This is an optimization exercise on Yosys and OpenROAD, whose aim is small area, a short achievable clock period and few clock cycles per item, not a production implementation.
Where RTL was checked, it was by simulation tests only, not by an equivalence proof against the original.
No activity file was given, so power comes from the tool's default toggle rates.

==> inputs of job 798 <==
Design dsp_processor, start of the top module:
module dsp_processor(
    input         clk,
    input         nrst,
    input         instr_valid,
    input  [31:0] instr,
    output        instr_ready,
    output        out_valid,
    output [31:0] v1,
    output [31:0] v2,
    output [31:0] v3
);
reg [31:0] t0s, t1s, t2s, t3s, t4s, t5s, t6s, t7s, t8s;
reg [8:0]  tv;
wire [287:0] tall = {t8s, t7s, t6s, t5s, t4s, t3s, t2s, t1s, t0s};
reg        d_v, d_mpy, d_end, d_we, d_ld;
reg [4:0]  d_ra, d_rb;
reg [3:0]  d_wd;
reg [7:0]  d_imm;
reg        x_mpy, x_end, x_we;
reg [3:0]  x_wd;
reg [31:0] x_a, x_b;
reg [15:0] x_one, x_two, x_neg;
reg        w_end, w_we;
reg [3:0]  w_wd;
reg [31:0] w_r0, w_r1, w_r2, w_r3;
reg stall;
assign instr_ready = ~stall;
assign out_valid   = w_end;
assign v1 = t4s & {32{tv[4]}};
assign v2 = t8s & {32{tv[8]}};
assign v3 = t7s & {32{tv[7]}};
wire       i_mpy, i_end, i_we, i_ld;
wire [4:0] i_ra, i_rb;
wire [3:0] i_wd;
wire [7:0] i_imm;
fetch dec(.instr(instr), .is_mpy(i_mpy), .is_end(i_end), .ra(i_ra), .rb(i_rb),
          .we(i_we), .wd(i_wd), .ld(i_ld), .imm(i_imm));
wire accept = instr_valid & ~stall;
wire [31:0] x_sum = x_a + x_b;
wire [31:0] m_r0, m_r1, m_r2, m_r3;
mul_cs mul(.a(x_a), .one(x_one), .two(x_two), .neg(x_neg),
           .r0(m_r0), .r1(m_r1), .r2(m_r2), .r3(m_r3));
wire [31:0] w_s1 = w_r0 ^ w_r1 ^ w_r2;
wire [31:0] w_c1 = {(w_r0[30:0] & w_r1[30:0]) | (w_r0[30:0] & w_r2[30:0]) | (w_r1[30:0] & w_r2[30:0]), 1'b0};
wire [31:0] w_s2 = w_s1 ^ w_c1 ^ w_r3;
wire [31:0] w_c2 = {(w_s1[30:0] & w_c1[30:0]) | (w_s1[30:0] & w_r3[30:0]) | (w_c1[30:0] & w_r3[30:0]), 1'b0};
wire [31:0] w_res = w_s2 + w_c2;
wire [31:0] rf_a, rf_b;
control rpa(.sel(d_ra), .valid(tv), .t(tall), .q(rf_a));
  ...
==> module dsp_processor, before the edit <==
module dsp_processor(
    input         clk,
    input         nrst,
    input         instr_valid,
    input  [31:0] instr,
    output        instr_ready,
    output        out_valid,
    output [31:0] v1,
    output [31:0] v2,
    output [31:0] v3
);
reg [31:0] t0s, t1s, t2s, t3s, t4s, t5s, t6s, t7s, t8s;
reg [8:0]  tv;
wire [287:0] tall = {t8s, t7s, t6s, t5s, t4s, t3s, t2s, t1s, t0s};
reg        d_v, d_mpy, d_end, d_we, d_ld;
reg [4:0]  d_ra, d_rb;
reg [3:0]  d_wd;
reg [7:0]  d_imm;
reg        x_mpy, x_end, x_we;
reg [3:0]  x_wd;
reg [31:0] x_a, x_b;
reg [15:0] x_one, x_two, x_neg;
reg        w_end, w_we;
reg [3:0]  w_wd;
reg [31:0] w_r0, w_r1, w_r2, w_r3;
reg stall;
assign instr_ready = ~stall;
assign out_valid   = w_end;
assign v1 = t4s & {32{tv[4]}};
assign v2 = t8s & {32{tv[8]}};
assign v3 = t7s & {32{tv[7]}};
wire       i_mpy, i_end, i_we, i_ld;
wire [4:0] i_ra, i_rb;
wire [3:0] i_wd;
wire [7:0] i_imm;
fetch dec(.instr(instr), .is_mpy(i_mpy), .is_end(i_end), .ra(i_ra), .rb(i_rb),
          .we(i_we), .wd(i_wd), .ld(i_ld), .imm(i_imm));
wire accept = instr_valid & ~stall;
wire [31:0] x_sum = x_a + x_b;
wire [31:0] m_r0, m_r1, m_r2, m_r3;
mul_cs mul(.a(x_a), .one(x_one), .two(x_two), .neg(x_neg),
           .r0(m_r0), .r1(m_r1), .r2(m_r2), .r3(m_r3));
wire [31:0] w_s1 = w_r0 ^ w_r1 ^ w_r2;
wire [31:0] w_c1 = {(w_r0[30:0] & w_r1[30:0]) | (w_r0[30:0] & w_r2[30:0]) | (w_r1[30:0] & w_r2[30:0]), 1'b0};
wire [31:0] w_s2 = w_s1 ^ w_c1 ^ w_r3;
wire [31:0] w_c2 = {(w_s1[30:0] & w_c1[30:0]) | (w_s1[30:0] & w_r3[30:0]) | (w_c1[30:0] & w_r3[30:0]), 1'b0};
wire [31:0] w_res = w_s2 + w_c2;
wire [31:0] rf_a, rf_b;
control rpa(.sel(d_ra), .valid(tv), .t(tall), .q(rf_a));
control rpb(.sel(d_rb), .valid(tv), .t(tall), .q(rf_b));
wire fx_a = x_we & ({1'b0, x_wd} + 5'd1 == d_ra);
wire fw_a = w_we & ({1'b0, w_wd} + 5'd1 == d_ra);
wire fx_b = x_we & ({1'b0, x_wd} + 5'd1 == d_rb);
wire fw_b = w_we & ({1'b0, w_wd} + 5'd1 == d_rb);
wire [31:0] op_a = (fx_a ? x_sum : fw_a ? w_res : rf_a) | {24'd0, d_ld ? d_imm : 8'd0};
wire [31:0] op_b = fx_b ? x_sum : fw_b ? w_res : rf_b;
wire [15:0] op_one, op_two, op_neg;
booth_enc benc(.en(d_mpy), .b(op_b), .one(op_one), .two(op_two), .neg(op_neg));
wire [4:0] d_code = {1'b0, d_wd} + 5'd1;
wire [5:0] i_op = instr[31:26];
wire hit_rs = (instr[25:21] == d_code);
wire hit_rt = (instr[20:16] == d_code);
wire i_rd_s = (i_op == 6'd2) | (i_op == 6'd3);
wire i_rd_t = i_rd_s | (i_op == 6'd4);
wire stall_next = instr_valid & ~stall & d_v & d_mpy & d_we &
                  ((hit_rs & i_rd_s) | (hit_rt & i_rd_t));
always @(posedge clk) begin
    if (~nrst) begin
        stall <= 1'b0;
        d_v <= 1'b0; d_mpy <= 1'b0; d_end <= 1'b0; d_we <= 1'b0;
        x_mpy <= 1'b0; x_end <= 1'b0; x_we <= 1'b0;
        w_end <= 1'b0; w_we <= 1'b0;
    end else begin
        stall <= stall_next;
        w_end <= x_end;
        w_we  <= x_we;
        x_mpy <= ~stall & d_v & d_mpy;
        x_end <= ~stall & d_v & d_end;
        x_we  <= ~stall & d_v & d_we;
        if (~stall) begin
            d_v <= instr_valid;
            d_mpy <= instr_valid & i_mpy;
            d_end <= instr_valid & i_end;
            d_we  <= instr_valid & i_we;
        end
    end
end
always @(posedge clk) begin
    w_wd <= x_wd;
    w_r0 <= x_mpy ? m_r0 : x_sum;
    w_r1 <= m_r1;
    w_r2 <= m_r2;
    w_r3 <= m_r3;
    x_wd <= d_wd;
    x_a  <= op_a;
    x_b  <= op_b;
    x_one <= op_one;
    x_two <= op_two;
    x_neg <= op_neg;
    if (~stall) begin
        d_ra <= i_ra; d_rb <= i_rb; d_wd <= i_wd; d_ld <= i_ld; d_imm <= i_imm;
    end
end
always @(posedge clk) begin
    if (~nrst)
        tv <= 9'd0;
    else if (w_we)
        tv[w_wd] <= 1'b1;
end
always @(posedge clk) begin
    if (w_we) begin
        case (w_wd)
            4'd0: t0s <= w_res;
            4'd1: t1s <= w_res;
            4'd2: t2s <= w_res;
            4'd3: t3s <= w_res;
            4'd4: t4s <= w_res;
            4'd5: t5s <= w_res;
            4'd6: t6s <= w_res;
            4'd7: t7s <= w_res;
            4'd8: t8s <= w_res;
            default: ;
        endcase
    end
end
endmodule
==> flow/config.mk <==
export PLATFORM = sky130hd
export DESIGN_NAME = dsp_processor
export DESIGN_NICKNAME = dsp_processor
export VERILOG_FILES = /design/flow/design.v
export SDC_FILE = /design/flow/constraint.sdc
export NUM_CORES = 4
export LEC_CHECK = 0
export ABC_AREA = 1
export CAP_MARGIN = 20
export CORE_MARGIN = 2
export CORE_UTILIZATION = 40
export PLACE_DENSITY = 0.6
export SLEW_MARGIN = 20
==> flow/constraint.sdc <==
create_clock -name core_clock -period 10.0 [get_ports {clk}]
set_input_delay 2.0000 -clock core_clock [delete_from_list [all_inputs] [get_ports {clk}]]
set_output_delay 2.0000 -clock core_clock [all_outputs]
set_load 0.01 [all_outputs]
standard.sh (not shown) runs the stock make flow with config.mk's settings and CLKGATE_MAP_FILE= SYNTH_SCRIPT=/design/flow/synth_recipe.tcl, a recipe that flattens the netlist after the stock synthesis.
==> flow/flow/run.sh <==
#!/bin/bash
set -euo pipefail
export SETUP_SLACK_MARGIN=6
bash standard.sh > standard.log 2>&1
==> job 9503 (differences from job 798) <==
--- a/flow/design.v
+++ b/flow/design.v
@@ -1142,3 +1142,4 @@
 reg [31:0] t0s, t1s, t2s, t3s, t4s, t5s, t6s, t7s, t8s;
-reg [8:0]  tv;
+reg [5:0]  tvr;            
+wire [8:0] tv = {2'b11, tvr[5:4], 1'b1, tvr[3:0]};
 wire [287:0] tall = {t8s, t7s, t6s, t5s, t4s, t3s, t2s, t1s, t0s};
@@ -1152,11 +1153,12 @@
 reg [15:0] x_one, x_two, x_neg;
-reg        w_end, w_we;
-reg [3:0]  w_wd;
+reg        w_end;
+reg [8:0]  w_wen;          
 reg [31:0] w_r0, w_r1, w_r2, w_r3;
 reg stall;
-assign instr_ready = ~stall;
+reg ready;
+assign instr_ready = ready;
 assign out_valid   = w_end;
-assign v1 = t4s & {32{tv[4]}};
-assign v2 = t8s & {32{tv[8]}};
-assign v3 = t7s & {32{tv[7]}};
+assign v1 = t4s;
+assign v2 = t8s;
+assign v3 = t7s;
 wire       i_mpy, i_end, i_we, i_ld;
@@ -1181,5 +1183,6 @@
 wire fx_a = x_we & ({1'b0, x_wd} + 5'd1 == d_ra);
-wire fw_a = w_we & ({1'b0, w_wd} + 5'd1 == d_ra);
+wire [15:0] w_wen16 = {6'd0, w_wen, 1'b0};
+wire fw_a = w_wen16[d_ra[3:0]] & ~d_ra[4];
 wire fx_b = x_we & ({1'b0, x_wd} + 5'd1 == d_rb);
-wire fw_b = w_we & ({1'b0, w_wd} + 5'd1 == d_rb);
+wire fw_b = w_wen16[d_rb[3:0]] & ~d_rb[4];
 wire [31:0] op_a = (fx_a ? x_sum : fw_a ? w_res : rf_a) | {24'd0, d_ld ? d_imm : 8'd0};
@@ -1199,9 +1202,11 @@
         stall <= 1'b0;
+        ready <= 1'b1;
         d_v <= 1'b0; d_mpy <= 1'b0; d_end <= 1'b0; d_we <= 1'b0;
         x_mpy <= 1'b0; x_end <= 1'b0; x_we <= 1'b0;
-        w_end <= 1'b0; w_we <= 1'b0;
+        w_end <= 1'b0; w_wen <= 9'd0;
     end else begin
         stall <= stall_next;
+        ready <= ~stall_next;
         w_end <= x_end;
-        w_we  <= x_we;
+        w_wen <= (x_we ? 9'd1 : 9'd0) << x_wd;
         x_mpy <= ~stall & d_v & d_mpy;
@@ -1218,3 +1223,2 @@
 always @(posedge clk) begin
-    w_wd <= x_wd;
     w_r0 <= x_mpy ? m_r0 : x_sum;
@@ -1235,20 +1239,23 @@
     if (~nrst)
-        tv <= 9'd0;
-    else if (w_we)
-        tv[w_wd] <= 1'b1;
+        tvr <= 6'd0;
+    else
+        tvr <= tvr | {w_wen[6:5], w_wen[3:0]};
 end
 always @(posedge clk) begin
-    if (w_we) begin
-        case (w_wd)
-            4'd0: t0s <= w_res;
-            4'd1: t1s <= w_res;
-            4'd2: t2s <= w_res;
-            4'd3: t3s <= w_res;
-            4'd4: t4s <= w_res;
-            4'd5: t5s <= w_res;
-            4'd6: t6s <= w_res;
-            4'd7: t7s <= w_res;
-            4'd8: t8s <= w_res;
-            default: ;
-        endcase
+    if (w_wen[0]) t0s <= w_res;
+    if (w_wen[1]) t1s <= w_res;
+    if (w_wen[2]) t2s <= w_res;
+    if (w_wen[3]) t3s <= w_res;
+    if (w_wen[5]) t5s <= w_res;
+    if (w_wen[6]) t6s <= w_res;
+end
+always @(posedge clk) begin
+    if (~nrst) begin
+        t4s <= 32'd0;
+        t7s <= 32'd0;
+        t8s <= 32'd0;
+    end else begin
+        if (w_wen[4]) t4s <= w_res;
+        if (w_wen[7]) t7s <= w_res;
+        if (w_wen[8]) t8s <= w_res;
     end
==> flow/flow/run.sh (replaced) <==
#!/bin/bash
set -euo pipefail
export SETUP_SLACK_MARGIN=7
export BUFFER_PORTS_ARGS="-buffer_cell sky130_fd_sc_hd__buf_2"
export CTS_ARGS="-sink_clustering_enable -repair_clock_nets -dont_use_dummy_load -sink_clustering_size 24 -sink_clustering_max_diameter 120 -buf_list sky130_fd_sc_hd__clkbuf_16"
bash standard.sh > standard.log 2>&1
TNS_END_PERCENT = 10   (was unset)
==> job 101 (differences from job 798) <==
--- a/flow/design.v
+++ b/flow/design.v
@@ -1150,9 +1150,11 @@
 reg [3:0]  x_wd;
-reg [31:0] x_a, x_b;
+reg [31:0] x_a;           
+reg [31:0] x_sa, x_sb;    
 reg [15:0] x_one, x_two, x_neg;
-reg        w_end, w_we;
-reg [3:0]  w_wd;
+reg        w_end;
+reg [8:0]  w_wen;          
 reg [31:0] w_r0, w_r1, w_r2, w_r3;
 reg stall;
-assign instr_ready = ~stall;
+reg ready;
+assign instr_ready = ready;
 assign out_valid   = w_end;
@@ -1168,3 +1170,3 @@
 wire accept = instr_valid & ~stall;
-wire [31:0] x_sum = x_a + x_b;
+wire [31:0] x_sum = x_sa + x_sb;
 wire [31:0] m_r0, m_r1, m_r2, m_r3;
@@ -1181,5 +1183,6 @@
 wire fx_a = x_we & ({1'b0, x_wd} + 5'd1 == d_ra);
-wire fw_a = w_we & ({1'b0, w_wd} + 5'd1 == d_ra);
+wire [15:0] w_wen16 = {6'd0, w_wen, 1'b0};
+wire fw_a = w_wen16[d_ra[3:0]] & ~d_ra[4];
 wire fx_b = x_we & ({1'b0, x_wd} + 5'd1 == d_rb);
-wire fw_b = w_we & ({1'b0, w_wd} + 5'd1 == d_rb);
+wire fw_b = w_wen16[d_rb[3:0]] & ~d_rb[4];
 wire [31:0] op_a = (fx_a ? x_sum : fw_a ? w_res : rf_a) | {24'd0, d_ld ? d_imm : 8'd0};
@@ -1199,9 +1202,11 @@
         stall <= 1'b0;
+        ready <= 1'b1;
         d_v <= 1'b0; d_mpy <= 1'b0; d_end <= 1'b0; d_we <= 1'b0;
         x_mpy <= 1'b0; x_end <= 1'b0; x_we <= 1'b0;
-        w_end <= 1'b0; w_we <= 1'b0;
+        w_end <= 1'b0; w_wen <= 9'd0;
     end else begin
         stall <= stall_next;
+        ready <= ~stall_next;
         w_end <= x_end;
-        w_we  <= x_we;
+        w_wen <= (x_we ? 9'd1 : 9'd0) << x_wd;
         x_mpy <= ~stall & d_v & d_mpy;
@@ -1218,3 +1223,2 @@
 always @(posedge clk) begin
-    w_wd <= x_wd;
     w_r0 <= x_mpy ? m_r0 : x_sum;
@@ -1225,3 +1229,4 @@
     x_a  <= op_a;
-    x_b  <= op_b;
+    x_sa <= d_mpy ? 32'd0 : op_a;
+    x_sb <= d_mpy ? 32'd0 : op_b;
     x_one <= op_one;
@@ -1236,20 +1241,15 @@
         tv <= 9'd0;
-    else if (w_we)
-        tv[w_wd] <= 1'b1;
+    else
+        tv <= tv | w_wen;
 end
 always @(posedge clk) begin
-    if (w_we) begin
-        case (w_wd)
-            4'd0: t0s <= w_res;
-            4'd1: t1s <= w_res;
-            4'd2: t2s <= w_res;
-            4'd3: t3s <= w_res;
-            4'd4: t4s <= w_res;
-            4'd5: t5s <= w_res;
-            4'd6: t6s <= w_res;
-            4'd7: t7s <= w_res;
-            4'd8: t8s <= w_res;
-            default: ;
-        endcase
-    end
+    if (w_wen[0]) t0s <= w_res;
+    if (w_wen[1]) t1s <= w_res;
+    if (w_wen[2]) t2s <= w_res;
+    if (w_wen[3]) t3s <= w_res;
+    if (w_wen[4]) t4s <= w_res;
+    if (w_wen[5]) t5s <= w_res;
+    if (w_wen[6]) t6s <= w_res;
+    if (w_wen[7]) t7s <= w_res;
+    if (w_wen[8]) t8s <= w_res;
 end
==> flow/run.sh (new file) <==
#!/bin/bash
# synth_recipe.tcl (not shown) runs the flow's synth.tcl, then flattens the netlist and writes it again
# the make line also repeats each setting of config.mk as NAME=value (left out here)
make -C /OpenROAD-flow-scripts/flow DESIGN_CONFIG=/design/flow/config.mk WORK_HOME=/design/flow/orfs CLKGATE_MAP_FILE= SYNTH_SCRIPT=/design/flow/synth_recipe.tcl finish
ABC_AREA = unset   (was 1)
removed: flow/flow/run.sh
removed: flow/standard.sh
==> comparison table <==
Fraction of power consumed by sequential logic: job 798 0.487; job 101 0.501; job 9503 0.627
Net switching power figure: job 798 1140 uW; job 101 1160 uW; job 9503 868 uW
Result of the run: job 798 timing/DRC/antenna clean; job 101 timing/DRC/antenna clean; job 9503 timing/DRC/antenna clean
Largest voltage drop on the vdd net: job 798 0.134 mV; job 101 0.198 mV; job 9503 0.160 mV
Number of clock buffer instances in the layout: job 798 86; job 101 84; job 9503 31
Antenna violations before repair: job 798 2; job 101 1; job 9503 7
Clock sink count: job 798 569; job 101 606; job 9503 571
Clock power frac: job 798 0.499; job 101 0.473; job 9503 0.355
Via count of the first global-routing pass: job 798 31200; job 101 28500; job 9503 33800
Crit Path Max Fanout: job 798 10; job 101 11; job 9503 5
Clock-pin slew on the worst setup and hold paths: job 798 70 ps; job 101 60 ps; job 9503 100 ps
Die Area: job 798 95600 um^2; job 101 92900 um^2; job 9503 98900 um^2
Layout net count: job 798 4839; job 101 3669; job 9503 5325
Overall power consumption: job 798 5050 uW; job 101 5240 uW; job 9503 3840 uW
Worst endpoint required time: job 798 10460 ps; job 101 10490 ps; job 9503 10510 ps
Testbench counts of job 798, summed over its fixed seeds: cycles 6,663, instrs 6,427.
Testbench counts of job 9503, summed over its fixed seeds: cycles 6,663, instrs 6,427.
Function not checked in job 101: the RTL went through the layout flow alone.

static timing again, ports no longer ideal:
No port has a modelled driver above. Below, the same layouts with a new extraction and two added sets of constraints. Step 1 assumes that a clkbuf_16 drives the clock port and a buf_2 every other input. Step 2 also shifts input and output timing later by t, the mid clock arrival at the registers, as if the neighbouring blocks saw the same clock. Slacks: ideal ports / drivers / drivers and shift; pairs: ideal ports / drivers.
run | t (ns) | setup WS [ns] | worst setup path at the end | worst register clock-pin slew, ns | worst data-port slew with drivers (ns)
job 798 | 0.700 | 5.998 / 5.975 / 5.998 | register to register | 0.07 / 0.07 | 0.04
job 9503 | 0.731 | 6.386 / 6.386 / 6.207 | input to register | 0.11 / 0.11 | 0.06
job 101 | 0.683 | 4.551 / 4.551 / 4.551 | register to register | 0.07 / 0.07 | 0.05
After both steps setup and hold are still met in every run listed. The setup slack of job 9503, which loses most, moves by 0.000 ns with the drivers and by -0.179 ns with both steps.
